This design comes from an exercise in tuning for small area on the open sky130 flow, not from production work.
Only simulation tests tie the RTL to the original design; equivalence was not proved.
Power and IR drop assume default switching activity.

// jt6295
module jt6295(
    input                  rst,
    input                  clk,
    input                  cen  ,
    input                  ss,         
    input                  wrn,   
    input         [ 7:0]   din,
    output        [ 7:0]   dout,
    output        [17:0]   rom_addr,
    input         [ 7:0]   rom_data,
    input                  rom_ok,
    output signed [13:0]   sound,
    output                 sample    
);
wire        cen_sr, cen_sr4, cen_sr32, cen_48k, adpcm_slot;
wire [ 2:0] slot;
wire [ 1:0] ch;
wire [ 3:0] busy, start, stop;
reg  [ 3:0] ack;
wire        ack_bit;
wire [17:0] start_addr, stop_addr, ch_addr;
wire [ 9:0] ctrl_addr;
wire [ 7:0] ctrl_data;
wire [ 3:0] ch_nib, pipe_data;
wire [ 3:0] att, pipe_att;
wire        ctrl_ok, nib_sel;
wire        pipe_en;
wire signed [11:0] pipe_snd;
assign dout   = { 4'hf, busy | start };
assign sample = cen_48k;
always @(*) begin
    case( ch )
        2'd0: ack = { ack_bit, 3'd0 };
        2'd1: ack = { 3'd0, ack_bit };
        2'd2: ack = { 2'd0, ack_bit, 1'd0 };
        2'd3: ack = { 1'd0, ack_bit, 2'd0 };
    endcase
end
jt6295_timing u_timing(
    .rst        ( rst       ),
    .clk        ( clk       ),
    .cen        ( cen       ),
    .ss         ( ss        ),
    .cen_sr     ( cen_sr    ),
    .cen_sr4    ( cen_sr4   ),
    .cen32      ( cen_sr32  ),
    .slot       ( slot      ),
    .adpcm_slot ( adpcm_slot),
    .ch         ( ch        ),
    .cen_48k    ( cen_48k   )
);
jt6295_rom u_rom(
    .rst        ( rst           ),
    .clk        ( clk           ),
    .adpcm_slot ( adpcm_slot    ),
    .nib_sel    ( nib_sel       ),
    .adpcm_addr ( ch_addr       ),
    .ctrl_addr  ( ctrl_addr     ),
    .adpcm_nib  ( ch_nib        ),
    .ctrl_dout  ( ctrl_data     ),
    .ctrl_ok    ( ctrl_ok       ),
    .rom_addr   ( rom_addr      ),
    .rom_data   ( rom_data      ),
    .rom_ok     ( rom_ok        )
);
jt6295_ctrl u_ctrl(
    .rst        ( rst           ),
    .clk        ( clk           ),
    .cen4       ( cen_sr4       ),
    .wrn        ( wrn           ),
    .din        ( din           ),
    .start_addr ( start_addr    ),
    .stop_addr  ( stop_addr     ),
    .att        ( att           ),
    .rom_addr   ( ctrl_addr     ),
    .rom_data   ( ctrl_data     ),
  ...
Size in the first run: roughly 1400 cells after synthesis, ~480 flip-flops, ~21000 um^2 of cells after synthesis.
==> module jt6295_serial, before the edit <==
module jt6295_serial(
    input               rst,
    input               clk,
    input               cen4,
    input      [ 1:0]   ch,
    input      [17:0]   start_addr,
    input      [17:0]   stop_addr,
    input      [ 3:0]   att,
    input      [ 3:0]   start,
    input      [ 3:0]   stop,
    output reg [ 3:0]   busy,
    output reg          ack,
    output     [17:0]   rom_addr,
    output              nib_sel,
    input      [ 3:0]   rom_nib,
    output reg          pipe_en,
    output reg [ 3:0]   pipe_att,
    output reg [ 3:0]   pipe_data
);
function [19:0] radd(input [19:0] a, input [19:0] b, input ci);
    integer i;
    reg c;
    begin
        c = ci;
        for( i=0; i<20; i=i+1 ) begin
            radd[i] = a[i]^b[i]^c;
            c = (a[i]&b[i]) | (c&(a[i]^b[i]));
        end
    end
endfunction
function rge(input [19:0] a, input [19:0] b);
    integer i;
    reg c;
    begin
        c = 1'b1;
        for( i=0; i<20; i=i+1 )
            c = (a[i]&~b[i]) | (c&~(a[i]^b[i]));
        rge = c;
    end
endfunction
reg  [75:0] cnt_sh;
reg  [71:0] stop_sh;
reg  [15:0] att_sh;
reg  [ 3:0] busy_sh;
wire [18:0] cnt      = cnt_sh[75:57];
wire [17:0] stop_out = stop_sh[71:54];
wire [ 3:0] att_out  = att_sh[15:12];
wire        busy_out = busy_sh[3];
wire        up_start = start[ch];
wire        up_stop  = stop[ch];
wire        update   = up_start | up_stop;
wire        over     = rge( rom_addr, stop_out );
wire        cont     = busy_out & ~over;
wire [18:0] cnt_next = radd( cnt, 20'd0, cont );
wire [17:0] stop_in  = up_start  ? stop_addr : stop_out;
wire [18:0] cnt_in   = up_start  ? {start_addr, 1'b0} : cnt_next;
wire [ 3:0] att_in   = up_start  ? att : att_out;
wire        busy_in  = update    ? (up_start & ~up_stop) : cont;
assign rom_addr = cnt[18:1];
assign nib_sel  = cnt[0];
always @(posedge clk, posedge rst) begin
    if( rst ) begin
        busy <= 4'd0;
    end else begin
        busy[ch] <= busy_in;
    end
end
always @(posedge clk, posedge rst) begin
    if( rst ) begin
        ack     <= 1'b0;
        pipe_en <= 1'b0;
    end else if( cen4 ) begin
        ack     <= up_start;
        pipe_en <= busy_out;
    end
end
always @(posedge clk) begin
    if( cen4 || rst ) begin
        cnt_sh  <= { cnt_sh[56:0], rst ? 19'd0 : cnt_in };
        busy_sh <= { busy_sh[2:0], busy_in & ~rst };
    end
end
always @(posedge clk) begin
    if( cen4 ) begin
        stop_sh   <= { stop_sh[53:0], stop_in };
        att_sh    <= { att_sh[11:0], att_in };
        pipe_data <= rom_nib;
        pipe_att  <= att_out;
    end
end
endmodule
clock: 10.0 ns
lec_check: 0
cap_margin: 20
core_margin: 2
core_utilization: 40
slew_margin: 20
standard.sh (not shown) runs the stock make flow with config.mk's settings and CLKGATE_MAP_FILE= SYNTH_SCRIPT=/design/flow/synth_recipe.tcl, a recipe that flattens the netlist after the stock synthesis.
==> flow/flow/run.sh <==
#!/bin/bash
# The standard layout, with two changes: the smallest buffer on the ports
# (buf_1), and a clock tree with larger sink clusters and no dummy loads.
set -euo pipefail
bash standard.sh "BUFFER_PORTS_ARGS=-buffer_cell sky130_fd_sc_hd__buf_1" \
  "CTS_ARGS=-sink_clustering_enable -repair_clock_nets -dont_use_dummy_load -sink_clustering_size 27 -sink_clustering_max_diameter 150" \
  finish > standard.log 2>&1
Rerun with:
--- a/flow/design.v
+++ b/flow/design.v
@@ -264,11 +264,11 @@
 reg  [75:0] cnt_sh;
 reg  [71:0] stop_sh;
 reg  [15:0] att_sh;
-reg  [ 3:0] busy_sh;
+reg         bt;       
 wire [18:0] cnt      = cnt_sh[75:57];
 wire [17:0] stop_out = stop_sh[71:54];
 wire [ 3:0] att_out  = att_sh[15:12];
-wire        busy_out = busy_sh[3];
+wire        busy_out = bt;
 wire        up_start = start[ch];
 wire        up_stop  = stop[ch];
 wire        update   = up_start | up_stop;
@@ -300,9 +300,12 @@
 always @(posedge clk) begin
     if( cen4 || rst ) begin
         cnt_sh  <= { cnt_sh[56:0], rst ? 19'd0 : cnt_in };
-        busy_sh <= { busy_sh[2:0], busy_in & ~rst };
     end
 end
+wire [1:0] ch_next = ch + 2'd1;
+always @(posedge clk) begin
+    if( cen4 || rst ) bt <= busy[ch_next] & ~rst;
+end
 always @(posedge clk) begin
     if( cen4 ) begin
         stop_sh   <= { stop_sh[53:0], stop_in };
Effect: Power is lower by 0.64%; via count is higher by 2.3%; critical path depth is lower by 1; design area barely changes; clock skew stays flat; synthesized cell count is higher by about 3.2%; die area is about the same; routed wire length hardly moves; sequential share of layout area is lower by 0.42 points.

port drivers added, routing unchanged:
No port has a modelled driver above. Below, the same layouts with a new extraction and two added sets of constraints.
Step 1: set_driving_cell puts a clkbuf_16 on clk and a buf_2 on each other input, an assumption about the parent block.
Step 2 moves the port delays by t, midway between the first and last clock arrival at a register: inputs arrive t later, outputs are due t later. That takes back most of the time a late clock gives input paths.
Three values: no drivers, after step 1, after step 2; two values: the first two.
run | t, ns | setup WS [ns] | latest minus earliest clock arrival (ns) | worst register clock-pin slew, ns | worst data-port slew with drivers (ns)
the first run | 0.592 | 1.355 / 1.355 / 1.355 | 0.053 / 0.052 | 0.10 / 0.10 | 0.10
the second run | 0.580 | 1.295 / 1.295 / 1.295 | 0.052 / 0.052 | 0.10 / 0.10 | 0.09
After both steps setup and hold are still met in every run listed.
